What follows belongs to an exercise in optimizing a design on an open flow for small area, a short achievable clock period and few clock cycles; a production flow would make more cautious choices.
The RTL was checked by simulation tests, not by an equivalence proof against the original design.

--- design/flow/run.sh ---
#!/bin/bash
# synth_recipe.tcl (not shown) runs the flow's synth.tcl, then flattens the netlist and writes it again
# the make line also repeats each setting of config.mk as NAME=value (left out here)
make -C /OpenROAD-flow-scripts/flow DESIGN_CONFIG=/design/flow/config.mk WORK_HOME=/design/flow/orfs CLKGATE_MAP_FILE= SYNTH_SCRIPT=/design/flow/synth_recipe.tcl finish
--- design/flow/config.mk ---
export PLATFORM = sky130hd
export DESIGN_NAME = auv_top
export DESIGN_NICKNAME = auv_top
export VERILOG_FILES = /design/flow/design.v
export SDC_FILE = /design/flow/constraint.sdc
export NUM_CORES = 4
export LEC_CHECK = 0
export CAP_MARGIN = 20
export CORE_MARGIN = 2
export CORE_UTILIZATION = 40
export SLEW_MARGIN = 20
--- design/flow/constraint.sdc ---
create_clock -name core_clock -period 12.0 [get_ports {clk}]
set_input_delay 2.4000 -clock core_clock [delete_from_list [all_inputs] [get_ports {clk}]]
set_output_delay 2.4000 -clock core_clock [all_outputs]
set_load 0.01 [all_outputs]
--- design/flow/design.v ---
`timescale 1ns/1ns
`timescale 1ns/1ns
module auv_decode (
    input   logic   [31:2]  inst,
    output  logic   [31:0]  imm,
    output  logic           uses_rs1, uses_rs2,
    output  logic           wr,          
    output  logic           load, store, branch, jal, jalr,
    output  logic           op1_pc, op1_zero,
    output  logic   [ 1:0]  op1_sh,      
    output  logic           op2_imm,
    output  logic           sub,         
    output  logic           cmp_u,       
    output  logic           r_add, r_cmp, r_sh, r_and, r_or, r_xor, r_link,
    output  logic           sh_left, sh_arith, sh_bext,
    output  logic           bitmask, bitinv
);
    logic [4:0] opc;
    logic [2:0] f3;
    assign opc = inst[6:2];
    assign f3 = inst[14:12];
    logic is_load, is_opi, is_auipc, is_store, is_op, is_lui, is_br, is_jalr, is_jal;
    assign is_load  = (opc == 5'b00000);
    assign is_opi   = (opc == 5'b00100);
    assign is_auipc = (opc == 5'b00101);
    assign is_store = (opc == 5'b01000);
    assign is_op    = (opc == 5'b01100);
    assign is_lui   = (opc == 5'b01101);
    assign is_br    = (opc == 5'b11000);
    assign is_jalr  = (opc == 5'b11001);
    assign is_jal   = (opc == 5'b11011);
    always_comb begin
        if (is_lui | is_auipc)
            imm = {inst[31:12], 12'h0};
        else if (is_jal)
            imm = {{12{inst[31]}}, inst[19:12], inst[20], inst[30:21], 1'b0};
        else if (is_br)
            imm = {{20{inst[31]}}, inst[7], inst[30:25], inst[11:8], 1'b0};
        else if (is_store)
            imm = {{20{inst[31]}}, inst[31:25], inst[11:7]};
        else
            imm = {{20{inst[31]}}, inst[31:20]};
    end
    logic alu;
    assign alu = is_op | is_opi;
    logic zbs, shadd, alt;
    assign zbs = alu & inst[27] & (f3 == 3'd1 | f3 == 3'd5);
    assign shadd = is_op & inst[29] & ~f3[0] & (f3 != 3'd0);
    assign alt = inst[30];
    logic bclr, binv, bset, bext;
    assign bclr = zbs & (f3 == 3'd1) & inst[30] & ~inst[29];
    assign binv = zbs & (f3 == 3'd1) & inst[30] & inst[29];
    assign bset = zbs & (f3 == 3'd1) & ~inst[30];
    assign bext = zbs & (f3 == 3'd5);
    assign uses_rs1 = ~(is_lui | is_auipc | is_jal);
    assign uses_rs2 = is_op | is_store | is_br;
    assign wr = (alu | is_lui | is_auipc | is_jal | is_jalr) & (inst[10:7] != 4'd0);
    assign load = is_load;
    assign store = is_store;
    assign branch = is_br;
    assign jal = is_jal;
    assign jalr = is_jalr;
    assign op1_pc = is_auipc;
    assign op1_zero = is_lui;
    assign op1_sh = shadd ? f3[2:1] : 2'd0;
    assign op2_imm = ~(is_op | is_br);
    assign sub = (is_op & (f3 == 3'd0) & alt) | (alu & ~shadd & (f3 == 3'd2 | f3 == 3'd3)) | is_br;
    assign cmp_u = is_br ? f3[1] : f3[0];
    assign r_link = is_jal | is_jalr;
    assign r_cmp = alu & ~shadd & (f3 == 3'd2 | f3 == 3'd3);
    assign r_sh = alu & ((f3 == 3'd1 & ~zbs) | f3 == 3'd5);
    assign r_and = alu & (f3 == 3'd7 | bclr);
    assign r_or = alu & ((f3 == 3'd6 & ~shadd) | bset);
    assign r_xor = alu & ((f3 == 3'd4 & ~shadd) | binv);
    assign r_add = ~(r_link | r_cmp | r_sh | r_and | r_or | r_xor);
    assign sh_left = (f3 == 3'd1);
    assign sh_arith = alt & ~zbs;
    assign sh_bext = bext;
    assign bitmask = bclr | binv | bset;
    assign bitinv = bclr;
endmodule
`timescale 1ns/1ns
module auv_regfile (
    input   logic           clk,
    input   logic           we,
    input   logic   [ 3:0]  wa,
    input   logic   [31:0]  wd,
    input   logic   [ 3:0]  ra0, ra1,
    output  logic   [31:0]  rd0, rd1
);
    logic [31:0] ram [1:15];
    always_ff @( posedge clk )
        if (we && wa != 0)
            ram[wa] <= wd;
    assign rd0 = (ra0 == 0) ? 32'h0 : ram[ra0];
    assign rd1 = (ra1 == 0) ? 32'h0 : ram[ra1];
endmodule
`timescale 1ns/1ns
module auv_execute (
    input   logic   [31:0]  rs1, rs2, imm,
    input   logic   [21:0]  pc,          
    input   logic   [21:0]  pc_next,     
    input   logic           op1_pc, op1_zero,
    input   logic   [ 1:0]  op1_sh,
    input   logic           op2_imm, sub, cmp_u,
    input   logic           r_add, r_cmp, r_sh, r_and, r_or, r_xor, r_link,
    input   logic           sh_left, sh_arith, sh_bext,
    input   logic           bitmask, bitinv,
    input   logic   [ 2:0]  funct3,
    output  logic   [31:0]  result,
    output  logic   [31:0]  sum,
    output  logic           br_cond
);
    logic [31:0] op1, op2;
    always_comb begin
        if (op1_pc)
            op1 = {8'h0, pc, 2'b00};
        else if (op1_zero)
            op1 = 32'h0;
        else
            case (op1_sh)
                2'd1: op1 = {rs1[30:0], 1'b0};
                2'd2: op1 = {rs1[29:0], 2'b0};
                2'd3: op1 = {rs1[28:0], 3'b0};
                default: op1 = rs1;
            endcase
    end
    assign op2 = op2_imm ? imm : rs2;
    logic [32:0] add33;
    assign add33 = {1'b0, op1} + {1'b0, op2 ^ {32{sub}}} + {32'h0, sub};
    assign sum = add33[31:0];
    logic ltu, lt, cmp;
    assign ltu = ~add33[32];
    assign lt = (op1[31] ^ op2[31]) ? op1[31] : add33[31];
    assign cmp = cmp_u ? ltu : lt;
    logic [4:0] sham;
    assign sham = op2[4:0];
    logic [31:0] mask, lb, lbn;
    assign mask = 32'h1 << sham;
    assign lb = bitmask ? mask : op2;
    assign lbn = bitinv ? ~lb : lb;
    logic [31:0] x_and, x_or, x_xor;
    assign x_and = op1 & lbn;
    assign x_or = op1 | lb;
    assign x_xor = op1 ^ lb;
    logic eq;
    assign eq = (x_xor == 32'h0);
    assign br_cond = (funct3[2] ? cmp : eq) ^ funct3[0];
    logic [31:0] sh_in, sh_r, sh_out;
    always_comb
        for (int i = 0; i < 32; i++)
            sh_in[i] = sh_left ? op1[31-i] : op1[i];
    assign sh_r = $signed({sh_arith & op1[31], sh_in}) >>> sham;
    always_comb
        for (int i = 0; i < 32; i++)
            sh_out[i] = sh_left ? sh_r[31-i] : sh_r[i];
    logic [31:0] link;
    assign link = {7'h0, &pc, pc_next, 2'b00};
    always_comb begin
        result = 32'h0;
        if (r_add)  result = result | sum;
        if (r_cmp)  result = result | {31'h0, cmp};
        if (r_sh)   result = result | (sh_bext ? {31'h0, sh_r[0]} : sh_out);
        if (r_and)  result = result | x_and;
        if (r_or)   result = result | x_or;
        if (r_xor)  result = result | x_xor;
        if (r_link) result = result | link;
    end
endmodule
`timescale 1ns/1ns
module auv_top (
    input   logic           clk, rst_n,
    output  logic   [11:0]  imem_adr,
    input   logic   [31:0]  imem_dat,
    output  logic   [23:0]  wb_adr_o,
    input   logic   [15:0]  wb_dat_i,
    output  logic   [15:0]  wb_dat_o,
    output  logic   [ 1:0]  wb_sel_o,
    output  logic           wb_we_o, wb_stb_o, wb_cyc_o,
    input   logic           wb_ack_i, wb_stall_i
);
    logic [11:0] pcf;            
    logic        f_valid;        
    logic        s_valid;        
    logic [31:2] s_inst;
    logic [21:0] pc_d;           
    logic        e_valid;
    logic [21:0] e_pc;
    logic [31:0] e_rs1, e_rs2, e_imm;
    logic [ 3:0] e_rd;
    logic [ 2:0] e_f3;
    logic        e_wr, e_load, e_ldw, e_store, e_br, e_jal, e_jalr;
    logic        e_op1_pc, e_op1_zero, e_op2_imm, e_sub, e_cmp_u;
    logic [ 1:0] e_op1_sh;
    logic        e_r_add, e_r_cmp, e_r_sh, e_r_and, e_r_or, e_r_xor, e_r_link;
    logic        e_sh_left, e_sh_arith, e_sh_bext, e_bitmask, e_bitinv;
    logic        b_stb, b_we, b_word;
    logic [23:1] b_adr;
    logic [ 1:0] b_sel;
    logic [15:0] b_dat, b_hi;
    logic        ack_exp;        
    logic        lo_ack;         
    logic        ld_fin;         
    logic        ld_pend, ld_wr;
    logic [ 3:0] ld_rd;
    logic [ 2:0] ld_f3;
    logic        ld_a0;
    logic [15:0] word_buf;
    logic [31:2] d_inst;
    logic        d_valid;
    assign d_inst = s_valid ? s_inst : imem_dat[31:2];
    assign d_valid = s_valid | f_valid;
    logic [31:0] d_imm;
    logic d_uses_rs1, d_uses_rs2, d_wr, d_load, d_store, d_br, d_jal, d_jalr;
    logic d_op1_pc, d_op1_zero, d_op2_imm, d_sub, d_cmp_u;
    logic [1:0] d_op1_sh;
    logic d_r_add, d_r_cmp, d_r_sh, d_r_and, d_r_or, d_r_xor, d_r_link;
    logic d_sh_left, d_sh_arith, d_sh_bext, d_bitmask, d_bitinv;
    auv_decode dec (
        .inst       ( d_inst        ),
        .imm        ( d_imm         ),
        .uses_rs1   ( d_uses_rs1    ),
        .uses_rs2   ( d_uses_rs2    ),
        .wr         ( d_wr          ),
        .load       ( d_load        ),
        .store      ( d_store       ),
        .branch     ( d_br          ),
        .jal        ( d_jal         ),
        .jalr       ( d_jalr        ),
        .op1_pc     ( d_op1_pc      ),
        .op1_zero   ( d_op1_zero    ),
        .op1_sh     ( d_op1_sh      ),
        .op2_imm    ( d_op2_imm     ),
        .sub        ( d_sub         ),
        .cmp_u      ( d_cmp_u       ),
        .r_add      ( d_r_add       ),
        .r_cmp      ( d_r_cmp       ),
        .r_sh       ( d_r_sh        ),
        .r_and      ( d_r_and       ),
        .r_or       ( d_r_or        ),
        .r_xor      ( d_r_xor       ),
        .r_link     ( d_r_link      ),
        .sh_left    ( d_sh_left     ),
        .sh_arith   ( d_sh_arith    ),
        .sh_bext    ( d_sh_bext     ),
        .bitmask    ( d_bitmask     ),
        .bitinv     ( d_bitinv      )
    );
    logic [3:0] d_rs1, d_rs2, d_rd;
    assign d_rs1 = d_inst[18:15];
    assign d_rs2 = d_inst[23:20];
    assign d_rd = d_inst[10:7];
    logic [31:0] e_result, e_sum;
    logic        e_cond;
    auv_execute alu (
        .rs1        ( e_rs1         ),
        .rs2        ( e_rs2         ),
        .imm        ( e_imm         ),
        .pc         ( e_pc          ),
        .pc_next    ( pc_d          ),
        .op1_pc     ( e_op1_pc      ),
        .op1_zero   ( e_op1_zero    ),
        .op1_sh     ( e_op1_sh      ),
        .op2_imm    ( e_op2_imm     ),
        .sub        ( e_sub         ),
        .cmp_u      ( e_cmp_u       ),
        .r_add      ( e_r_add       ),
        .r_cmp      ( e_r_cmp       ),
        .r_sh       ( e_r_sh        ),
        .r_and      ( e_r_and       ),
        .r_or       ( e_r_or        ),
        .r_xor      ( e_r_xor       ),
        .r_link     ( e_r_link      ),
        .sh_left    ( e_sh_left     ),
        .sh_arith   ( e_sh_arith    ),
        .sh_bext    ( e_sh_bext     ),
        .bitmask    ( e_bitmask     ),
        .bitinv     ( e_bitinv      ),
        .funct3     ( e_f3          ),
        .result     ( e_result      ),
        .sum        ( e_sum         ),
        .br_cond    ( e_cond        )
    );
    logic [21:0] e_tgt;
    assign e_tgt = e_jalr ? e_sum[23:2] : (e_pc + e_imm[23:2]);
    logic [31:0] ld_data;
    always_comb
        case (ld_f3[1:0])
            2'd0: begin
                if (ld_a0)
                    ld_data = {{24{~ld_f3[2] & wb_dat_i[15]}}, wb_dat_i[15:8]};
                else
                    ld_data = {{24{~ld_f3[2] & wb_dat_i[7]}}, wb_dat_i[7:0]};
            end
            2'd1: ld_data = {{16{~ld_f3[2] & wb_dat_i[15]}}, wb_dat_i};
            default: ld_data = {wb_dat_i, word_buf};
        endcase
    logic ld_now;                
    assign ld_now = ld_fin & ld_wr;
    logic bus_free, e_mem, hold_e, taken, redirect;
    assign bus_free = ~b_stb | (~wb_stall_i & ~b_word);
    assign e_mem = e_load | e_store;
    assign hold_e = e_valid & ((e_mem & ~bus_free) |
                               (e_load & ld_pend & ~ld_fin) |
                               (e_wr & ld_now));
    assign taken = e_valid & (e_jal | e_jalr | (e_br & e_cond));
    assign redirect = taken & ~hold_e;
    logic        rf_we;
    logic [ 3:0] rf_wa;
    logic [31:0] rf_wd, rf_rd0, rf_rd1;
    assign rf_we = ld_now | (e_valid & e_wr);
    assign rf_wa = ld_now ? ld_rd : e_rd;
    assign rf_wd = ld_now ? ld_data : e_result;
    auv_regfile regfile (
        .clk    ( clk       ),
        .we     ( rf_we     ),
        .wa     ( rf_wa     ),
        .wd     ( rf_wd     ),
        .ra0    ( d_rs1     ),
        .ra1    ( d_rs2     ),
        .rd0    ( rf_rd0    ),
        .rd1    ( rf_rd1    )
    );
    logic byp_e1, byp_e2, byp_l1, byp_l2;
    assign byp_e1 = e_valid & e_wr & (e_rd == d_rs1);
    assign byp_e2 = e_valid & e_wr & (e_rd == d_rs2);
    assign byp_l1 = ld_now & (ld_rd == d_rs1);
    assign byp_l2 = ld_now & (ld_rd == d_rs2);
    logic [31:0] d_op1, d_op2;
    assign d_op1 = byp_e1 ? e_result : byp_l1 ? ld_data : rf_rd0;
    assign d_op2 = byp_e2 ? e_result : byp_l2 ? ld_data : rf_rd1;
    logic dep1, dep2, interlock;
    assign dep1 = (e_valid & e_ldw & (e_rd == d_rs1)) |
                  (ld_pend & ld_wr & ~ld_fin & (ld_rd == d_rs1));
    assign dep2 = (e_valid & e_ldw & (e_rd == d_rs2)) |
                  (ld_pend & ld_wr & ~ld_fin & (ld_rd == d_rs2));
    assign interlock = (d_uses_rs1 & dep1) | (d_uses_rs2 & dep2);
    logic d_take;
    assign d_take = d_valid & ~hold_e & ~interlock & ~redirect;
    assign imem_adr = pcf;
    logic lost;                  
    assign lost = f_valid & s_valid & ~d_take;
    logic [21:0] pc_d_inc;
    assign pc_d_inc = pc_d + 22'd1;
    always_ff @( posedge clk or negedge rst_n )
        if (~rst_n) begin
            pcf <= 12'h0;
            f_valid <= 1'b0;
            s_valid <= 1'b0;
            pc_d <= 22'h0;
        end else if (redirect) begin
            pcf <= e_tgt[11:0];
            f_valid <= 1'b0;
            s_valid <= 1'b0;
            pc_d <= e_tgt;
        end else begin
            if (lost) begin
                pcf <= pc_d_inc[11:0];
                f_valid <= 1'b0;
            end else begin
                pcf <= pcf + 12'd1;
                f_valid <= 1'b1;
            end
            if (d_take)
                pc_d <= pc_d_inc;
            if (s_valid) begin
                if (d_take)
                    s_valid <= f_valid;
            end else begin
                if (f_valid & ~d_take)
                    s_valid <= 1'b1;
            end
        end
    always_ff @( posedge clk )
        if (s_valid ? d_take : ~d_take)
            s_inst <= imem_dat[31:2];
    always_ff @( posedge clk or negedge rst_n )
        if (~rst_n)
            e_valid <= 1'b0;
        else if (~hold_e)
            e_valid <= d_take;
    always_ff @( posedge clk )
        if (~hold_e) begin
            e_pc <= pc_d;
            e_rs1 <= d_op1;
            e_rs2 <= d_op2;
            e_imm <= d_imm;
            e_rd <= d_rd;
            e_f3 <= d_inst[14:12];
            e_wr <= d_wr;
            e_load <= d_load;
            e_ldw <= d_load & (d_rd != 4'd0);
            e_store <= d_store;
            e_br <= d_br;
            e_jal <= d_jal;
            e_jalr <= d_jalr;
            e_op1_pc <= d_op1_pc;
            e_op1_zero <= d_op1_zero;
            e_op1_sh <= d_op1_sh;
            e_op2_imm <= d_op2_imm;
            e_sub <= d_sub;
            e_cmp_u <= d_cmp_u;
            e_r_add <= d_r_add;
            e_r_cmp <= d_r_cmp;
            e_r_sh <= d_r_sh;
            e_r_and <= d_r_and;
            e_r_or <= d_r_or;
            e_r_xor <= d_r_xor;
            e_r_link <= d_r_link;
            e_sh_left <= d_sh_left;
            e_sh_arith <= d_sh_arith;
            e_sh_bext <= d_sh_bext;
            e_bitmask <= d_bitmask;
            e_bitinv <= d_bitinv;
        end
    logic issue, acc;
    assign issue = e_valid & e_mem & ~hold_e;
    assign acc = b_stb & ~wb_stall_i;
    logic e_byte, e_wordop;
    assign e_byte = (e_f3[1:0] == 2'd0);
    assign e_wordop = (e_f3[1:0] == 2'd2);
    always_ff @( posedge clk or negedge rst_n )
        if (~rst_n) begin
            b_stb <= 1'b0;
            b_word <= 1'b0;
            ack_exp <= 1'b0;
            lo_ack <= 1'b0;
            ld_fin <= 1'b0;
            ld_pend <= 1'b0;
            ld_wr <= 1'b0;
        end else begin
            ack_exp <= acc;
            lo_ack <= acc & b_word & ~b_we;
            ld_fin <= acc & ~b_word & ~b_we;
            if (issue) begin
                b_stb <= 1'b1;
                b_word <= e_wordop;
            end else if (acc) begin
                b_stb <= b_word;
                b_word <= 1'b0;
            end
            if (issue & e_load) begin
                ld_pend <= 1'b1;
                ld_wr <= e_ldw;
            end else begin
                if (ld_fin)
                    ld_pend <= 1'b0;
                if (e_valid & e_wr & (e_rd == ld_rd) & ~ld_fin)
                    ld_wr <= 1'b0;
            end
        end
    always_ff @( posedge clk )
        if (issue) begin
            b_we <= e_store;
            b_adr <= {e_sum[23:2], e_wordop ? 1'b0 : e_sum[1]};
            b_sel <= e_byte ? (e_sum[0] ? 2'b10 : 2'b01) : 2'b11;
            b_dat <= e_byte ? {e_rs2[7:0], e_rs2[7:0]} : e_rs2[15:0];
            b_hi <= e_rs2[31:16];
        end else if (acc & b_word) begin
            b_adr[1] <= 1'b1;
            b_dat <= b_hi;
        end
    always_ff @( posedge clk )
        if (issue & e_load) begin
            ld_rd <= e_rd;
            ld_f3 <= e_f3;
            ld_a0 <= e_sum[0];
        end
    always_ff @( posedge clk )
        if (lo_ack)
            word_buf <= wb_dat_i;
    assign wb_adr_o = {b_adr, 1'b0};
    assign wb_dat_o = b_dat;
    assign wb_sel_o = b_sel;
    assign wb_we_o = b_we;
    assign wb_stb_o = b_stb;
    assign wb_cyc_o = b_stb | ack_exp;
endmodule
==> results of run 1 <==
-- Yosys cell counts, drive strengths merged (21+ instances only) --
master / instances
nand2: 1136
edfxtp: 743
nand3: 321
clkbuf: 302
nor2: 255
a311oi: 253
a21oi: 222
mux2i: 163
xnor2: 124
o21ai: 114
and3: 93
ha: 86
buf: 83
inv: 76
a31oi: 52
o32ai: 52
nor3: 50
mux2: 49
xor2: 48
mux4: 47
a211oi: 46
dfrtp: 44
o22a: 43
nor4: 38
o211ai: 35
nand4: 27
a21o: 26
o221ai: 23
and2: 21
-- area by class of cell --
type                            count  area (um2)
Clock buffer                       97        2215
Antenna cell                        2       5.005
Inverter                           76       286.5
Sequential cell                   787       23410
Multi-Input combinational cell   3575       22690
Tap cell                         1536        1922
Clock inverter                     65       610.6
Fill cell                       10890       64960
Timing Repair Buffer              202        1822
-- through the flow --
| stage | worst slack (ns) | util | instance area [um2] |
|---|---|---|---|
| finish | 4.242 | 0.4491 | 52960 |
| floorplan | 2.564 | - | 47480 |
| global route | 4.230 | 0.4491 | 52960 |
| global placement | 4.734 | 0.4243 | 50040 |
| CTS | 4.663 | 0.4483 | 52870 |
| detailed placement | 4.689 | 0.4243 | 50040 |
-- layer usage --
metal | GRT usage | vias up | wire length, um
li1 | - | 17970 | -
met3 | 0.05836 | 525 | 19060
met2 | 0.4704 | 2549 | 84030
met1 | 0.3998 | 20020 | 74030
met4 | 0.1734 | 4 | 12340
met5 | 0 | - | 28
-- worst reg2reg max path: stages (launching register included) --
cell and delay (ns):
sky130_fd_sc_hd__edfxtp_1 0.33, sky130_fd_sc_hd__buf_4 0.59, sky130_fd_sc_hd__mux2_2 0.35, sky130_fd_sc_hd__buf_4 0.67, sky130_fd_sc_hd__nand4_1 0.52, sky130_fd_sc_hd__o22a_1 0.38
sky130_fd_sc_hd__ha_1 0.34, sky130_fd_sc_hd__nor4_1 0.56, sky130_fd_sc_hd__nand4_1 0.31, sky130_fd_sc_hd__nor4_1 0.77, sky130_fd_sc_hd__nand2_1 0.22, sky130_fd_sc_hd__nand2_1 0.11
sky130_fd_sc_hd__a21oi_1 0.04, sky130_fd_sc_hd__a2111oi_1 0.92, sky130_fd_sc_hd__o31a_2 0.28, sky130_fd_sc_hd__nand2_1 0.14, sky130_fd_sc_hd__xor2_4 0.84
-- registers in the layout (all words and copies together) (netlist names), 4 cells and up --
register and cells:
pcf 12, e_rs2 32, e_rs1 32, e_pc 22, pc_d 22, ld_rd 4
word_buf 16, b_adr 23, s_inst 30, b_hi 16, b_dat 16, regfile.ram 480
e_imm 32, e_rd 4
-- logic make-up (layout without fill, tap and decap cells) --
| family | after synthesis | in the layout | synth area share |
|---|---|---|---|
| and+or+nand+nor | 1989 | 1989 | 0.1797 |
| adders and majority gates | 89 | 89 | 0.02371 |
| AOI/OAI and AO/OA | 1065 | 1065 | 0.1648 |
| DFF | 787 | 787 | 0.4931 |
| muxes | 259 | 259 | 0.06861 |
| xor gates and xnor gates | 172 | 172 | 0.03173 |
| other | 1 | 3 | 0.00007897 |
| buffers and inverters | 461 | 440 | 0.03826 |
-- path summary, 6_finish.rpt --
kind                            from         end
max                        e_op2_imm  s_inst[16]
max in group asynchronous      rst_n     s_valid
min                             b_we      ld_fin
max reg2reg                e_op2_imm  s_inst[16]
min in group asynchronous      rst_n     e_valid
min reg2reg                     b_we      ld_fin
==> results_dict.tcl, run 1 <==
set metrics [dict create \
    outcome "no timing/DRC/antenna violations" \
    number_of_placement_rows 126 \
    worstSetupStartpointType "flop" \
    numPortBuffers 104 \
    wire_per_inst_um 29.89 \
    cp.buffers_inverters 2 \
    postSynthAreaPerCell_um2 9.845 \
    antenna_found_initial 9 \
    detail_route.wirelength_um 189500 \
    max_freq_mhz 128.9 \
    synthesis.area_um2 47480 \
    cts_tree "built" \
    post-dp-hpwl_um 124400 \
    max-clock-path-buffers 3 \
    grt_overall_usage 0.3042 \
    final_max_slew_viol_count 0 \
    crit_path_max_incr_delay_ns 0.92 \
    drtIter0Drc 6080 \
    critical_path.endpoint_type "flop" \
    worstSkewPairLatency_ns 0.71 \
    path_class "reg2reg" \
    timing.setup.tns_ns 0 \
    final.setup_skew_ns 0.05046 \
    ys_warn_count 4 \
    setup.reg_to_reg.worst_slack_ns 4.24 \
    cts.reportedPaths.clkPinSlew_ns 0.06 \
    pin_count_of_the_biggest_net_entering_global_routing 166 \
    synth-async-reset-ratio 0.05591 \
    crit_path_top_delay_cell "sky130_fd_sc_hd__a2111oi_1" \
    die-area_um2 121500 \
    critPathTopFamily "simple AND/OR/NAND/NOR gates" \
    non_filler_instances 6340 \
    worst_hold_path_type "reg2reg" \
    grt_pass1_vias 38210 \
    core_region_area_um2 117900 \
    cts.repair_timing.setup_buffer_count 0 \
    post_route_cells_drive_above_1_share 0.08580 \
    top_level_ports 109 \
    hold_viol 0 \
    final_worst_path_period_share 0.6465 \
    ys_dominant_reg_cell "sky130_fd_sc_hd__edfxtp_1" \
    worstPathCellList "buf_4 > mux2_2 > buf_4 > nand4_1 > o22a_1 > ha_1 > nor4_1 > nand4_1 > nor4_1 > nand2_1 > nand2_1 > a21oi_1 > a2111oi_1 > o31a_2 > nand2_1 > xor2_4" \
    max_slew.worst_pin.slew_ns 1.187 \
    antenna_left 0 \
    post_cts_resize_count 0 \
    most-common-layout-cells "sky130_fd_sc_hd__nand2_1 (1134), sky130_fd_sc_hd__edfxtp_1 (743), sky130_fd_sc_hd__nand3_1 (320)" \
    number_of_buffers_inserted_for_hold_repair_after_clock_tree_synthesis 0 \
    number_of_stages_on_the_worst_hold_path 1 \
    die_h_um 348.5 \
    timing.reg2reg.worst_path_depth 16 \
    numPlacedInstances 6174 \
    worst_hold_margin_ns 0.5003 \
    worst_ep_required_time_ns 12.30 \
    detail_route.drc_violations 0 \
    vias 41070 \
    netlist_instances 4823 \
    reported_max_cap_violation_count 0 \
    grt_first_pass_wirelength_um 270500 \
    cts_made_buffers 87 \
    layout.cells.most_common "sky130_fd_sc_hd__nand2_1" \
    rsz0062_at_grt "false" \
    critical_path_cell_count 16 \
    postSynthNetCount 4963 \
    timing.final.crit_period_ns 7.758 \
    cts.sinks 787 \
    ctsRootBufferMaster "sky130_fd_sc_hd__clkbuf_16" \
    seq_area_frac_synth 0.4931 \
    globalRouteOverflowTotal 0 \
    die_width_um 348.5 \
    start_util 0.4027 \
    cp_max_fo 60 \
    flow.area_growth_from_synthesis_pct 11.54 \
    synth-seq-cells 787 \
    fin_nets 4869 \
    critPathArrivalTime_ns 8.05 \
    max-slew-margin-rel 0.2027 \
    finalSetupViolCount 0 \
    synth_edf_count 743 \
    synth_top_cells_by_area "sky130_fd_sc_hd__edfxtp_1 (47%), sky130_fd_sc_hd__nand2_1 (9.0%), sky130_fd_sc_hd__a311oi_1 (4.7%)" \
    synth_top_cell_by_area "sky130_fd_sc_hd__edfxtp_1" \
    routabilityCongestion 1.026 \
    synth_largest_type_area_fraction 0.4699 \
    critPathMostFrequentCell "sky130_fd_sc_hd__nand2_1" \
    detailed_router_iteration_count_before_antenna_repair 6 \
    detail_route.vias_per_cell 6.478 \
    h-tree-depth 3 \
    synth.lib_cells_used.distinct 87 \
]
Testbench counts, summed over its fixed seeds: cycles 139,764.
==> run 2: changes to the inputs <==
--- a/design/flow/design.v
+++ b/design/flow/design.v
@@ -97,12 +97,9 @@
 endmodule
 `timescale 1ns/1ns
 module auv_execute (
-    input   logic   [31:0]  rs1, rs2, imm,
-    input   logic   [21:0]  pc,          
+    input   logic   [31:0]  op1, op2,
     input   logic   [21:0]  pc_next,     
-    input   logic           op1_pc, op1_zero,
-    input   logic   [ 1:0]  op1_sh,
-    input   logic           op2_imm, sub, cmp_u,
+    input   logic           sub, cmp_u,
     input   logic           r_add, r_cmp, r_sh, r_and, r_or, r_xor, r_link,
     input   logic           sh_left, sh_arith, sh_bext,
     input   logic           bitmask, bitinv,
@@ -111,21 +108,6 @@
     output  logic   [31:0]  sum,
     output  logic           br_cond
 );
-    logic [31:0] op1, op2;
-    always_comb begin
-        if (op1_pc)
-            op1 = {8'h0, pc, 2'b00};
-        else if (op1_zero)
-            op1 = 32'h0;
-        else
-            case (op1_sh)
-                2'd1: op1 = {rs1[30:0], 1'b0};
-                2'd2: op1 = {rs1[29:0], 2'b0};
-                2'd3: op1 = {rs1[28:0], 3'b0};
-                default: op1 = rs1;
-            endcase
-    end
-    assign op2 = op2_imm ? imm : rs2;
     logic [32:0] add33;
     assign add33 = {1'b0, op1} + {1'b0, op2 ^ {32{sub}}} + {32'h0, sub};
     assign sum = add33[31:0];
@@ -144,7 +126,7 @@
     assign x_or = op1 | lb;
     assign x_xor = op1 ^ lb;
     logic eq;
-    assign eq = (x_xor == 32'h0);
+    assign eq = (op1 == op2);
     assign br_cond = (funct3[2] ? cmp : eq) ^ funct3[0];
     logic [31:0] sh_in, sh_r, sh_out;
     always_comb
@@ -155,7 +137,7 @@
         for (int i = 0; i < 32; i++)
             sh_out[i] = sh_left ? sh_r[31-i] : sh_r[i];
     logic [31:0] link;
-    assign link = {7'h0, &pc, pc_next, 2'b00};
+    assign link = {7'h0, (pc_next == 22'h0), pc_next, 2'b00};
     always_comb begin
         result = 32'h0;
         if (r_add)  result = result | sum;
@@ -180,18 +162,19 @@
     input   logic           wb_ack_i, wb_stall_i
 );
     logic [11:0] pcf;            
-    logic        f_valid;        
+    logic [11:0] f_adr;          
+    logic        started;        
     logic        s_valid;        
     logic [31:2] s_inst;
     logic [21:0] pc_d;           
+    logic        pf_fresh;       
     logic        e_valid;
-    logic [21:0] e_pc;
-    logic [31:0] e_rs1, e_rs2, e_imm;
+    logic [31:0] e_op1, e_op2;
+    logic [31:0] e_x;            
     logic [ 3:0] e_rd;
     logic [ 2:0] e_f3;
     logic        e_wr, e_load, e_ldw, e_store, e_br, e_jal, e_jalr;
-    logic        e_op1_pc, e_op1_zero, e_op2_imm, e_sub, e_cmp_u;
-    logic [ 1:0] e_op1_sh;
+    logic        e_sub, e_cmp_u;
     logic        e_r_add, e_r_cmp, e_r_sh, e_r_and, e_r_or, e_r_xor, e_r_link;
     logic        e_sh_left, e_sh_arith, e_sh_bext, e_bitmask, e_bitinv;
     logic        b_stb, b_we, b_word;
@@ -206,10 +189,14 @@
     logic [ 2:0] ld_f3;
     logic        ld_a0;
     logic [15:0] word_buf;
+    logic [21:0] pc_d_inc;
+    assign pc_d_inc = pc_d + 22'd1;
+    logic        f_ok;
+    assign f_ok = started & (f_adr == (s_valid ? pc_d_inc[11:0] : pc_d[11:0]));
     logic [31:2] d_inst;
     logic        d_valid;
     assign d_inst = s_valid ? s_inst : imem_dat[31:2];
-    assign d_valid = s_valid | f_valid;
+    assign d_valid = s_valid | f_ok;
     logic [31:0] d_imm;
     logic d_uses_rs1, d_uses_rs2, d_wr, d_load, d_store, d_br, d_jal, d_jalr;
     logic d_op1_pc, d_op1_zero, d_op2_imm, d_sub, d_cmp_u;
@@ -250,18 +237,16 @@
     assign d_rs1 = d_inst[18:15];
     assign d_rs2 = d_inst[23:20];
     assign d_rd = d_inst[10:7];
+    logic [21:0] d_off, d_tgt;
+    assign d_off = d_jal ? {{4{d_inst[31]}}, d_inst[19:12], d_inst[20], d_inst[30:22]}
+                         : {{12{d_inst[31]}}, d_inst[7], d_inst[30:25], d_inst[11:9]};
+    assign d_tgt = pc_d + d_off;
     logic [31:0] e_result, e_sum;
     logic        e_cond;
     auv_execute alu (
-        .rs1        ( e_rs1         ),
-        .rs2        ( e_rs2         ),
-        .imm        ( e_imm         ),
-        .pc         ( e_pc          ),
+        .op1        ( e_op1         ),
+        .op2        ( e_op2         ),
         .pc_next    ( pc_d          ),
-        .op1_pc     ( e_op1_pc      ),
-        .op1_zero   ( e_op1_zero    ),
-        .op1_sh     ( e_op1_sh      ),
-        .op2_imm    ( e_op2_imm     ),
         .sub        ( e_sub         ),
         .cmp_u      ( e_cmp_u       ),
         .r_add      ( e_r_add       ),
@@ -282,7 +267,7 @@
         .br_cond    ( e_cond        )
     );
     logic [21:0] e_tgt;
-    assign e_tgt = e_jalr ? e_sum[23:2] : (e_pc + e_imm[23:2]);
+    assign e_tgt = e_jalr ? e_sum[23:2] : e_x[21:0];
     logic [31:0] ld_data;
     always_comb
         case (ld_f3[1:0])
@@ -326,65 +311,92 @@
     assign byp_e2 = e_valid & e_wr & (e_rd == d_rs2);
     assign byp_l1 = ld_now & (ld_rd == d_rs1);
     assign byp_l2 = ld_now & (ld_rd == d_rs2);
-    logic [31:0] d_op1, d_op2;
-    assign d_op1 = byp_e1 ? e_result : byp_l1 ? ld_data : rf_rd0;
-    assign d_op2 = byp_e2 ? e_result : byp_l2 ? ld_data : rf_rd1;
+    logic [31:0] d_rv1, d_rv2;
+    assign d_rv1 = byp_e1 ? e_result : byp_l1 ? ld_data : rf_rd0;
+    assign d_rv2 = byp_e2 ? e_result : byp_l2 ? ld_data : rf_rd1;
+    logic [31:0] d_op1, d_op2, d_x;
+    always_comb
+        if (d_op1_pc)
+            d_op1 = {8'h0, pc_d, 2'b00};
+        else if (d_op1_zero)
+            d_op1 = 32'h0;
+        else
+            case (d_op1_sh)
+                2'd1: d_op1 = {d_rv1[30:0], 1'b0};
+                2'd2: d_op1 = {d_rv1[29:0], 2'b0};
+                2'd3: d_op1 = {d_rv1[28:0], 3'b0};
+                default: d_op1 = d_rv1;
+            endcase
+    assign d_op2 = d_op2_imm ? d_imm : d_rv2;
+    assign d_x = d_store ? d_rv2 : {10'h0, d_tgt};
     logic dep1, dep2, interlock;
     assign dep1 = (e_valid & e_ldw & (e_rd == d_rs1)) |
                   (ld_pend & ld_wr & ~ld_fin & (ld_rd == d_rs1));
     assign dep2 = (e_valid & e_ldw & (e_rd == d_rs2)) |
                   (ld_pend & ld_wr & ~ld_fin & (ld_rd == d_rs2));
     assign interlock = (d_uses_rs1 & dep1) | (d_uses_rs2 & dep2);
-    logic d_take;
-    assign d_take = d_valid & ~hold_e & ~interlock & ~redirect;
+    logic d_go;                  
+    assign d_go = d_valid & ~hold_e & ~interlock;
     assign imem_adr = pcf;
     logic lost;                  
-    assign lost = f_valid & s_valid & ~d_take;
-    logic [21:0] pc_d_inc;
-    assign pc_d_inc = pc_d + 22'd1;
+    assign lost = f_ok & s_valid & ~d_go;
+    logic pf_go;
+    assign pf_go = d_go & (d_jal | (d_br & d_inst[31]));
+    logic [11:0] pcf_inc;
+    assign pcf_inc = pcf + 12'd1;
+    logic wd;                    
+    assign wd = ~d_valid & (pcf != pc_d[11:0]);
+    logic [11:0] pcf_nr;         
+    always_comb
+        if (pf_go)
+            pcf_nr = d_tgt[11:0];
+        else if (pf_fresh | lost)
+            pcf_nr = d_valid ? pc_d_inc[11:0] : pc_d[11:0];
+        else if (wd)
+            pcf_nr = pc_d[11:0];
+        else
+            pcf_nr = pcf_inc;
     always_ff @( posedge clk or negedge rst_n )
         if (~rst_n) begin
             pcf <= 12'h0;
-            f_valid <= 1'b0;
+            started <= 1'b0;
             s_valid <= 1'b0;
             pc_d <= 22'h0;
-        end else if (redirect) begin
-            pcf <= e_tgt[11:0];
-            f_valid <= 1'b0;
-            s_valid <= 1'b0;
-            pc_d <= e_tgt;
+            pf_fresh <= 1'b0;
         end else begin
-            if (lost) begin
-                pcf <= pc_d_inc[11:0];
-                f_valid <= 1'b0;
-            end else begin
-                pcf <= pcf + 12'd1;
-                f_valid <= 1'b1;
-            end
-            if (d_take)
+            started <= 1'b1;
+            pf_fresh <= pf_go & ~redirect;
+            if (redirect)
+                pcf <= pf_fresh ? pcf_inc : e_tgt[11:0];
+            else
+                pcf <= pcf_nr;
+            if (redirect)
+                pc_d <= e_tgt;
+            else if (d_go)
                 pc_d <= pc_d_inc;
-            if (s_valid) begin
-                if (d_take)
-                    s_valid <= f_valid;
-            end else begin
-                if (f_valid & ~d_take)
-                    s_valid <= 1'b1;
-            end
+            if (redirect)
+                s_valid <= 1'b0;
+            else if (s_valid) begin
+                if (d_go)
+                    s_valid <= f_ok;
+            end else
+                s_valid <= f_ok & ~d_go;
         end
     always_ff @( posedge clk )
-        if (s_valid ? d_take : ~d_take)
+        f_adr <= pcf;
+    always_ff @( posedge clk )
+        if (~s_valid | (~hold_e & ~interlock))
             s_inst <= imem_dat[31:2];
     always_ff @( posedge clk or negedge rst_n )
         if (~rst_n)
             e_valid <= 1'b0;
         else if (~hold_e)
-            e_valid <= d_take;
+            e_valid <= d_valid & ~interlock & ~redirect;
     always_ff @( posedge clk )
         if (~hold_e) begin
-            e_pc <= pc_d;
-            e_rs1 <= d_op1;
-            e_rs2 <= d_op2;
-            e_imm <= d_imm;
+            e_op1 <= d_op1;
+            e_op2 <= d_op2;
+            e_x <= d_x;
             e_rd <= d_rd;
             e_f3 <= d_inst[14:12];
             e_wr <= d_wr;
@@ -394,10 +406,6 @@
             e_br <= d_br;
             e_jal <= d_jal;
             e_jalr <= d_jalr;
-            e_op1_pc <= d_op1_pc;
-            e_op1_zero <= d_op1_zero;
-            e_op1_sh <= d_op1_sh;
-            e_op2_imm <= d_op2_imm;
             e_sub <= d_sub;
             e_cmp_u <= d_cmp_u;
             e_r_add <= d_r_add;
@@ -454,8 +462,8 @@
             b_we <= e_store;
             b_adr <= {e_sum[23:2], e_wordop ? 1'b0 : e_sum[1]};
             b_sel <= e_byte ? (e_sum[0] ? 2'b10 : 2'b01) : 2'b11;
-            b_dat <= e_byte ? {e_rs2[7:0], e_rs2[7:0]} : e_rs2[15:0];
-            b_hi <= e_rs2[31:16];
+            b_dat <= e_byte ? {e_x[7:0], e_x[7:0]} : e_x[15:0];
+            b_hi <= e_x[31:16];
         end else if (acc & b_word) begin
             b_adr[1] <= 1'b1;
             b_dat <= b_hi;
==> design/flow/flow/run.sh (new file) <==
#!/bin/bash
set -euo pipefail
bash standard.sh SETUP_SLACK_MARGIN=8 finish > standard.log 2>&1
==> design/flow/standard.sh (new file) <==
#!/bin/bash
# synth_recipe.tcl (not shown) runs the flow's synth.tcl, then flattens the netlist and writes it again
# the make line also repeats each setting of config.mk as NAME=value (left out here)
make -C /OpenROAD-flow-scripts/flow DESIGN_CONFIG=/design/flow/config.mk WORK_HOME=/design/flow/orfs CLKGATE_MAP_FILE= SYNTH_SCRIPT=/design/flow/synth_recipe.tcl "${@:-finish}"
removed: design/flow/run.sh
==> run 2 against run 1 <==
  * Still clean on timing, DRC and antenna
  * Cell area grew 13%
  * Routed wire length grew 5.2%
  * Worst setup slack gained 2.2 ns
  * Die area shrank 0.16%
  * Worst hold slack lost 0.070 ns
  * Critical path type is now in2reg
  * Flip-flop and latch count shrank 14
  * First-iteration DRC count grew 7.9%
  * Non-clock buffer count grew 297
==> results_dict.tcl, run 2 <==
set metrics [dict create \
    critPathArrivalTime_ns 6.04 \
    synthesis.area_um2 47410 \
    worstPathCellList "buf_8 > nand3b_1 > nor2b_4 > a31oi_4 > nor2_4 > mux2_4 > ha_4 > fa_2 > a21oi_2 > o21bai_2 > a21oi_2 > o31ai_4 > o2111ai_2 > a21boi_2 > o31a_1 > or4_4 > a31oi_4 > xor2_1 > o21ai_1" \
    detail_route.wirelength_um 199400 \
    n_fill_cell 10080 \
    grt_pass1_vias 37930 \
    ys_dominant_reg_cell "sky130_fd_sc_hd__edfxtp_1" \
    vias 41100 \
    die_h_um 348.3 \
    cts.reportedPaths.clkPinSlew_ns 0.06 \
    routabilityCongestion 1.009 \
    cts_made_buffers 85 \
    final.setup.worst_slack_ns 6.401 \
    detail_route.drc_violations 0 \
    timing.setup.tns_ns 0 \
    final.setup_skew_ns 0.07241 \
    max_freq_mhz 178.6 \
    register_area_um2 22880 \
    hold_viol 0 \
    rsz0062_at_grt "true" \
    max_slew.worst_pin.slew_ns 1.138 \
    largest_register_ffs 480 \
    synth-seq-cells 773 \
    post_route_cells_drive_above_1_share 0.2569 \
    synth_top_cells_by_area "sky130_fd_sc_hd__edfxtp_1 (45%), sky130_fd_sc_hd__mux4_2 (8.5%), sky130_fd_sc_hd__nand2_1 (6.3%)" \
    synth.lib_cells_used.distinct 99 \
    crit_path_top_delay_cell "sky130_fd_sc_hd__or4_4" \
    final_worst_path_period_share 0.4666 \
    setup.reg_to_reg.worst_slack_ns 6.72 \
    worst_hold_path_type "reg2reg" \
    detailed_router_iteration_count_before_antenna_repair 7 \
    synthMostInstantiatedCell "sky130_fd_sc_hd__nand2_1" \
    critPathLaunch "imem_dat[4]" \
    setup.worst_path.end "e_x[20]" \
    final_max_slew_viol_count 0 \
    postSynthAreaPerCell_um2 10.81 \
    synth_cell_count_leaders "sky130_fd_sc_hd__nand2_1 (792), sky130_fd_sc_hd__edfxtp_1 (716), sky130_fd_sc_hd__nand3_1 (274)" \
    drtIter0Drc 6561 \
    netlist_instances 4385 \
    timing.final.crit_period_ns 5.599 \
    wire_per_inst_um 31.85 \
    synth-async-reset-ratio 0.05821 \
    crit_path_max_incr_delay_ns 0.44 \
    registers.top_by_ff_count "regfile.ram" \
    critical_path.endpoint_type "flop" \
    cp_max_fo 2 \
    cp.buffers_inverters 1 \
    max-clock-path-buffers 3 \
    antenna_left 0 \
    layout.cells.most_common "sky130_fd_sc_hd__nand2_1" \
    post_dp_cell_area_um2 50670 \
    seq_area_frac_synth 0.4823 \
    worstSetupStartpointType "input pin" \
    reported_max_cap_violation_count 0 \
    number_of_placement_rows 126 \
    post-dp-hpwl_um 116500 \
    postSynthNetCount 4528 \
    antenna_found_initial 3 \
    cts.sinks 773 \
    critPathTopFamily "compound AO/OA/AOI/OAI gates" \
    most-common-layout-cells "sky130_fd_sc_hd__nand2_1 (782), sky130_fd_sc_hd__edfxtp_1 (716), sky130_fd_sc_hd__nand3_1 (267)" \
    die-area_um2 121300 \
    multi_input_area_um2 26010 \
    max-slew-margin-rel 0.2352 \
    finalSetupViolCount 0 \
    timing.reg2reg.worst_path_depth 17 \
    ctsRootBufferMaster "sky130_fd_sc_hd__clkbuf_16" \
    worstSkewPairLatency_ns 0.72 \
    synth_top_cell_by_area "sky130_fd_sc_hd__edfxtp_1" \
    reg_to_reg_critical_path_endpoint "e_x[20]" \
    worst_ep_required_time_ns 12.44 \
    top_level_ports 109 \
    flow.area_growth_from_synthesis_pct 26.47 \
    detail_route.vias_per_cell 6.566 \
    grt_first_pass_wirelength_um 278000 \
    cts_tree "built" \
    ys_warn_count 4 \
    final_cell_area_um2 59960 \
    core_region_area_um2 117800 \
    critical_path_cell_count 19 \
    outcome "no timing/DRC/antenna violations" \
    synth_largest_type_area_fraction 0.4535 \
    h-tree-depth 3 \
    start_util 0.4026 \
    place_worst_setup_slack_ns 4.613 \
    worst_hold_margin_ns 0.4308 \
    grt_overall_usage 0.3175 \
    number_of_stages_on_the_worst_hold_path 0 \
    worst_r2r_startpoint "s_valid" \
    synth_edf_count 716 \
    globalRouteOverflowTotal 0 \
    path_class "in2reg" \
    die_width_um 348.3 \
    fin_nets 4800 \
    pin_count_of_the_biggest_net_entering_global_routing 77 \
    numPortBuffers 104 \
]
[run 2: cell types whose count changed in the layout (fill, tap and decap cells not counted), sizes merged, moves of 27 or more]
cell	before	now
edfxtp	743	716
buf	98	390
a311oi	253	85
and3	93	40
o21ai	114	155
a31oi	52	85
o32ai	52	6
nand3	321	278
a221oi	14	48
nand2	1136	797
clkdlybuf4s50	103	67
mux4	47	184
xor2	48	92
o22a	43	5
[run 2: cell type report]
type                            count  share of cell area
Tap cell                         1536             0.03205
Antenna cell                        1          0.00004173
Sequential cell                   773              0.3816
Clock inverter                     52            0.009265
Clock buffer                      100             0.03710
Timing Repair Buffer              499             0.09941
Inverter                           86            0.006239
Timing Repair inverter              2           0.0003965
Multi-Input combinational cell   3210              0.4339
[run 2: metal layers]
layer | GRT usage | part of all wire | vias up
met3 | 0.07482 | 0.13 | 670
met1 | 0.4208 | 0.37 | 20170
li1 | - | - | 17230
met5 | 0 | 0 | -
met2 | 0.4755 | 0.43 | 3031
met4 | 0.1848 | 0.068 | 0
[run 2: repair_timing]
item / CTS / global route
pin swaps: 108 / 80
cloned: 49 / 7
resized for setup: 520 / 170
setup buffers: 169 / 83
hold buffers: 0 / 0
setup endpoints to repair: 877 / 788
[run 2: kinds of logic after synthesis]
| family | after synthesis | synth area share |
|---|---|---|
| DFF | 773 | 0.4823 |
| xor gates and xnor gates | 219 | 0.04046 |
| other | 2 | 0.0001584 |
| AOI/OAI and AO/OA | 926 | 0.1349 |
| buffers and inverters | 419 | 0.03850 |
| and+or+nand+nor | 1560 | 0.1437 |
| muxes | 394 | 0.1353 |
| adders and majority gates | 92 | 0.02454 |
[run 2: worst min path at each step]
| stage | start | end |
|---|---|---|
| after CTS | e_x[27] | b_hi[11] |
| after floorplan | e_x[26] | b_hi[10] |
| after global routing | e_x[25] | b_hi[9] |
| after detailed placement | e_x[27] | b_hi[11] |
| final | e_x[27] | b_hi[11] |
| after global placement | e_x[31] | b_hi[15] |
[run 2: per-stage QoR]
| stage | cells | utilization |
|---|---|---|
| 2_1_floorplan | 4385 | - |
| 3_3_place_gp | 5797 | 0.4302 |
| 3_5_place_dp | 5798 | 0.4303 |
| 4_1_cts | 6168 | 0.4938 |
| 5_1_grt | 6259 | 0.5091 |
| 6_report | 6259 | 0.5091 |
Testbench counts of run 2, summed over its fixed seeds: cycles 133,081.
==> run 3: changes to the inputs <==
--- a/design/flow/design.v
+++ b/design/flow/design.v
@@ -108,12 +108,17 @@
     output  logic   [31:0]  sum,
     output  logic           br_cond
 );
-    logic [32:0] add33;
-    assign add33 = {1'b0, op1} + {1'b0, op2 ^ {32{sub}}} + {32'h0, sub};
-    assign sum = add33[31:0];
+    logic cout;
+    auv_add #( .W(32) ) adder (
+        .a      ( op1               ),
+        .b      ( op2 ^ {32{sub}}   ),
+        .cin    ( sub               ),
+        .sum    ( sum               ),
+        .cout   ( cout              )
+    );
     logic ltu, lt, cmp;
-    assign ltu = ~add33[32];
-    assign lt = (op1[31] ^ op2[31]) ? op1[31] : add33[31];
+    assign ltu = ~cout;
+    assign lt = (op1[31] ^ op2[31]) ? op1[31] : sum[31];
     assign cmp = cmp_u ? ltu : lt;
     logic [4:0] sham;
     assign sham = op2[4:0];
@@ -149,6 +154,39 @@
         if (r_link) result = result | link;
     end
 endmodule
+module auv_add #(
+    parameter integer W = 32
+) (
+    input   logic   [W-1:0] a, b,
+    input   logic           cin,
+    output  logic   [W-1:0] sum,
+    output  logic           cout
+);
+    localparam integer N = W + 1;           
+    localparam integer L = $clog2(N);
+    logic [N-1:0] g [0:L];
+    logic [N-1:0] p [0:L];
+    assign g[0][0] = cin;
+    assign p[0][0] = 1'b0;
+    assign g[0][N-1:1] = a & b;
+    assign p[0][N-1:1] = a ^ b;
+    genvar l, i;
+    generate
+        for (l = 0; l < L; l = l + 1) begin : lev
+            for (i = 0; i < N; i = i + 1) begin : pos
+                if (((i >> l) & 1) == 1) begin : comb
+                    assign g[l+1][i] = g[l][i] | (p[l][i] & g[l][((i >> l) << l) - 1]);
+                    assign p[l+1][i] = p[l][i] & p[l][((i >> l) << l) - 1];
+                end else begin : pass
+                    assign g[l+1][i] = g[l][i];
+                    assign p[l+1][i] = p[l][i];
+                end
+            end
+        end
+    endgenerate
+    assign sum = p[0][N-1:1] ^ g[L][N-2:0];
+    assign cout = g[L][N-1];
+endmodule
 `timescale 1ns/1ns
 module auv_top (
     input   logic           clk, rst_n,
@@ -170,6 +208,7 @@
     logic        pf_fresh;       
     logic        e_valid;
     logic [31:0] e_op1, e_op2;
+    logic [21:0] e_pc;
     logic [31:0] e_x;            
     logic [ 3:0] e_rd;
     logic [ 2:0] e_f3;
@@ -190,7 +229,13 @@
     logic        ld_a0;
     logic [15:0] word_buf;
     logic [21:0] pc_d_inc;
-    assign pc_d_inc = pc_d + 22'd1;
+    auv_add #( .W(22) ) pc_d_add (
+        .a      ( pc_d      ),
+        .b      ( 22'h0     ),
+        .cin    ( 1'b1      ),
+        .sum    ( pc_d_inc  ),
+        .cout   (           )
+    );
     logic        f_ok;
     assign f_ok = started & (f_adr == (s_valid ? pc_d_inc[11:0] : pc_d[11:0]));
     logic [31:2] d_inst;
@@ -237,10 +282,17 @@
     assign d_rs1 = d_inst[18:15];
     assign d_rs2 = d_inst[23:20];
     assign d_rd = d_inst[10:7];
-    logic [21:0] d_off, d_tgt;
+    logic [21:0] d_off;
+    logic [11:0] d_tgt;
     assign d_off = d_jal ? {{4{d_inst[31]}}, d_inst[19:12], d_inst[20], d_inst[30:22]}
                          : {{12{d_inst[31]}}, d_inst[7], d_inst[30:25], d_inst[11:9]};
-    assign d_tgt = pc_d + d_off;
+    auv_add #( .W(12) ) tgt_add (
+        .a      ( pc_d[11:0]    ),
+        .b      ( d_off[11:0]   ),
+        .cin    ( 1'b0          ),
+        .sum    ( d_tgt         ),
+        .cout   (               )
+    );
     logic [31:0] e_result, e_sum;
     logic        e_cond;
     auv_execute alu (
@@ -267,7 +319,15 @@
         .br_cond    ( e_cond        )
     );
     logic [21:0] e_tgt;
-    assign e_tgt = e_jalr ? e_sum[23:2] : e_x[21:0];
+    logic [21:0] e_btgt;
+    auv_add #( .W(22) ) btgt_add (
+        .a      ( e_pc          ),
+        .b      ( e_x[21:0]     ),
+        .cin    ( 1'b0          ),
+        .sum    ( e_btgt        ),
+        .cout   (               )
+    );
+    assign e_tgt = e_jalr ? e_sum[23:2] : e_btgt;
     logic [31:0] ld_data;
     always_comb
         case (ld_f3[1:0])
@@ -328,7 +388,7 @@
                 default: d_op1 = d_rv1;
             endcase
     assign d_op2 = d_op2_imm ? d_imm : d_rv2;
-    assign d_x = d_store ? d_rv2 : {10'h0, d_tgt};
+    assign d_x = d_store ? d_rv2 : {10'h0, d_off};
     logic dep1, dep2, interlock;
     assign dep1 = (e_valid & e_ldw & (e_rd == d_rs1)) |
                   (ld_pend & ld_wr & ~ld_fin & (ld_rd == d_rs1));
@@ -343,13 +403,19 @@
     logic pf_go;
     assign pf_go = d_go & (d_jal | (d_br & d_inst[31]));
     logic [11:0] pcf_inc;
-    assign pcf_inc = pcf + 12'd1;
+    auv_add #( .W(12) ) pcf_add (
+        .a      ( pcf       ),
+        .b      ( 12'h0     ),
+        .cin    ( 1'b1      ),
+        .sum    ( pcf_inc   ),
+        .cout   (           )
+    );
     logic wd;                    
     assign wd = ~d_valid & (pcf != pc_d[11:0]);
     logic [11:0] pcf_nr;         
     always_comb
         if (pf_go)
-            pcf_nr = d_tgt[11:0];
+            pcf_nr = d_tgt;
         else if (pf_fresh | lost)
             pcf_nr = d_valid ? pc_d_inc[11:0] : pc_d[11:0];
         else if (wd)
@@ -394,6 +460,7 @@
             e_valid <= d_valid & ~interlock & ~redirect;
     always_ff @( posedge clk )
         if (~hold_e) begin
+            e_pc <= pc_d;
             e_op1 <= d_op1;
             e_op2 <= d_op2;
             e_x <= d_x;
==> design/flow/flow/run.sh (replaced) <==
#!/bin/bash
set -euo pipefail
bash standard.sh SETUP_SLACK_MARGIN=8 TNS_END_PERCENT=0 finish > standard.log 2>&1
==> run 3 against run 2 <==
  * First-iteration DRC count fell by 16%
  * Cell area fell by 6.1%
  * Area after synthesis rose by 1.8%
  * Register-to-register slack improved by 0.20 ns
  * Still clean on timing, DRC and antenna
  * Critical path type unchanged
==> results_dict.tcl, run 3 <==
set metrics [dict create \
    outcome "no timing/DRC/antenna violations" \
    die_h_um 351.4 \
    n_fill_cell 10700 \
    worstSetupStartpointType "input pin" \
    die-area_um2 123500 \
    timing.setup.tns_ns 0 \
    synth_largest_type_area_fraction 0.4590 \
    post-dp-hpwl_um 127900 \
    synth-seq-cells 795 \
    synth_cell_count_leaders "sky130_fd_sc_hd__edfxtp_1 (738), sky130_fd_sc_hd__nand2_1 (401), sky130_fd_sc_hd__mux4_2 (286)" \
    worst_hold_margin_ns 0.4179 \
    number_of_buffers_inserted_for_hold_repair_after_clock_tree_synthesis 0 \
    critPathTopFamily "multiplexers" \
    timing.final.crit_period_ns 5.172 \
    synth-async-reset-ratio 0.05660 \
    synthMostInstantiatedCell "sky130_fd_sc_hd__edfxtp_1" \
    detail_route.vias_per_cell 6.579 \
    pin_count_of_the_biggest_net_entering_global_routing 79 \
    max-clock-path-buffers 3 \
    synthAdderAreaFrac 0.03141 \
    ctsRootBufferMaster "sky130_fd_sc_hd__clkbuf_16" \
    rsz0062_at_grt "true" \
    synth.mux.area_fraction 0.1733 \
    ys_warn_count 13 \
    detail_route.drc_violations 0 \
    critPathMostFrequentCell "sky130_fd_sc_hd__mux4_2" \
    cp.buffers_inverters 2 \
    fin_nets 4266 \
    cts.sinks 795 \
    cp_max_fo 30 \
    grt_first_pass_wirelength_um 268900 \
    number_of_placement_rows 127 \
    hold_viol 0 \
    synth_edf_count 738 \
    synth_top_cell_by_area "sky130_fd_sc_hd__edfxtp_1" \
    routabilityCongestion 1.009 \
    flow.area_growth_from_synthesis_pct 16.56 \
    numPortBuffers 104 \
    detail_route.wirelength_um 192000 \
    synth.lib_cells_used.distinct 103 \
    post_route_cells_drive_above_1_share 0.2218 \
    register_area_um2 23530 \
    synthesis.area_um2 48280 \
    ys_dominant_reg_cell "sky130_fd_sc_hd__edfxtp_1" \
    simple_gate_fraction_of_synth_area 0.09858 \
    final_max_slew_viol_count 0 \
    worst_hold_path_type "reg2reg" \
    final_worst_path_period_share 0.4310 \
    top_level_ports 109 \
    antenna_left 0 \
    postSynthNetCount 4148 \
    vias 38050 \
    globalRouteOverflowTotal 0 \
    synth_top_family_by_area "multiplexers" \
    cts_made_buffers 85 \
    worst_ep_required_time_ns 12.43 \
    reported_max_cap_violation_count 0 \
    multi_input_area_um2 24490 \
    drtIter0Drc 5516 \
    h-tree-depth 3 \
    critPathArrivalTime_ns 5.61 \
    synth_compound_gate_area_share 0.1388 \
    cts_tree "built" \
    most-common-layout-cells "sky130_fd_sc_hd__edfxtp_1 (738), sky130_fd_sc_hd__nand2_1 (394), sky130_fd_sc_hd__mux4_2 (286)" \
    max-slew-margin-rel 0.2271 \
    worstPathCellList "clkdlybuf4s18_2 > mux2_8 > buf_12 > mux4_2 > mux4_2 > a221oi_1 > mux2i_1 > o221ai_1 > nor3_1" \
    wire_per_inst_um 33.20 \
    synth_top_cells_by_area "sky130_fd_sc_hd__edfxtp_1 (46%), sky130_fd_sc_hd__mux4_2 (13%), sky130_fd_sc_hd__nand2_1 (3.1%)" \
    crit_path_top_delay_cell "sky130_fd_sc_hd__a221oi_1" \
    critical_path.endpoint_type "flop" \
    max_freq_mhz 193.4 \
    seq_area_frac_synth 0.4873 \
    worstSkewPairLatency_ns 0.71 \
    registers.top_by_ff_count "regfile.ram" \
    synth-xor-area-share 0.03682 \
    netlist_instances 3982 \
    layout.cells.most_common "sky130_fd_sc_hd__edfxtp_1" \
    antenna_found_initial 3 \
    die_width_um 351.4 \
    finalSetupViolCount 0 \
    max_slew.worst_pin.slew_ns 1.130 \
    detailed_router_iteration_count_before_antenna_repair 6 \
    start_util 0.4030 \
    final.setup_skew_ns 0.08116 \
    core_region_area_um2 119800 \
    cts.reportedPaths.clkPinSlew_ns 0.07 \
    path_class "in2reg" \
    grt_overall_usage 0.3061 \
    grt_pass1_vias 35170 \
    largest_register_ffs 480 \
    crit_path_max_incr_delay_ns 0.65 \
    postSynthAreaPerCell_um2 12.12 \
]
==> run 3: cell count changes after synthesis, sizes merged, moves of 22 or more <==
| cell | previous run | this run |
|---|---|---|
| buf | 151 | 105 |
| nand2 | 794 | 401 |
| mux2i | 153 | 113 |
| nor2 | 260 | 284 |
| nand3 | 277 | 58 |
| o21ai | 155 | 132 |
| a311oi | 85 | 17 |
| a211oi | 27 | 62 |
| mux4 | 184 | 286 |
| edfxtp | 716 | 738 |
==> run 3: worst register-to-register path, delay by kind of cell (launching register included) <==
| kind | cells | cell delay (ns) |
|---|---|---|
| mux | 5 | 2.17 |
| buf+inv | 1 | 0.57 |
| flops | 1 | 0.63 |
| compound gates | 3 | 1.47 |
==> run 3: layout make-up <==
class	instances	share of cell area
Antenna cell	2	0.00008893
Timing Repair Buffer	310	0.05125
Multi-Input combinational cell	2803	0.4351
Sequential cell	795	0.4181
Clock inverter	61	0.01370
Tap cell	1612	0.03584
Clock buffer	96	0.03871
Inverter	105	0.007137
==> run 3: metrics by stage <==
step | std cells | utilization | worst slack, ns | instance area [um2]
after floorplan | 3982 | - | 6.782 | 48390
final | 5784 | 0.4697 | 6.828 | 56280
after global placement | 5527 | 0.4287 | 4.842 | 51370
after global routing | 5782 | 0.4697 | 6.757 | 56270
after detailed placement | 5529 | 0.4293 | 4.857 | 51440
after CTS | 5751 | 0.4642 | 6.875 | 55620
==> run 3: worst paths after layout <==
| path | from | end | slack, ns | cells after the start |
|---|---|---|---|---|
| max in group asynchronous | rst_n | s_valid | 9.57 | 2 |
| min | e_x[22] | b_hi[6] | 0.42 | 0 |
| min reg2reg | e_x[22] | b_hi[6] | 0.42 | 0 |
| min in group asynchronous | rst_n | started | 1.86 | 2 |
| max reg2reg | e_sh_left | e_op1[5] | 6.92 | 9 |
| max | imem_dat[15] | e_op1[24] | 6.83 | 9 |
==> run 3: cell families after synthesis <==
group	Yosys count
and+or+nand+nor	1033
AOI/OAI and AO/OA	970
DFF	795
muxes	469
buffers and inverters	396
xor gates and xnor gates	203
adders and majority gates	114
other	2
==> run 3: timing repair <==
action                     in CTS  in global routing
cloned                         15                  0
pin swaps                      24                 44
buffers inserted               50                 31
resized for setup             156                 75
setup endpoints to repair     831                872
==> run 3: metal layers <==
layer | track usage | vias to the layer above | share of wire
met5 | 0 | - | 0.000042
li1 | - | 15920 | -
met4 | 0.1344 | 2 | 0.053
met3 | 0.06893 | 456 | 0.12
met2 | 0.4608 | 2535 | 0.44
met1 | 0.4244 | 19140 | 0.39
Testbench counts of run 3, summed over its fixed seeds: cycles 133,081.

-- port drivers added, routing unchanged --
The flow's constraints put no driver on any port. The routed layouts listed below were extracted and timed again, unchanged, in two steps.
Step 1 (the two cells are an assumption about what drives the block):
set clk [get_ports {clk}]
set_driving_cell -lib_cell sky130_fd_sc_hd__clkbuf_16 $clk
set_driving_cell -lib_cell sky130_fd_sc_hd__buf_2 [delete_from_list [all_inputs] $clk]
Step 2 adds t to the input delays and takes it off the output delays; t is the mean of the earliest and latest rising clock arrival at the registers after step 1. Input paths then give back, and output paths get back, about the clock's delay inside the block.
Three values: no drivers, after step 1, after step 2; two values: the first two.
run	shift t [ns]	setup WS [ns]	worst hold slack (ns)
run 1	0.766	4.242 / 4.242 / 4.242	0.500 / 0.500 / 0.500
run 2	0.752	6.401 / 6.436 / 5.684	0.431 / 0.431 / 0.431
run 3	0.737	6.828 / 6.868 / 6.131	0.418 / 0.418 / 0.418
After both steps setup and hold are still met in every run listed. The setup slack of run 2, which loses most, moves by +0.035 ns with the drivers and by -0.717 ns with both steps.
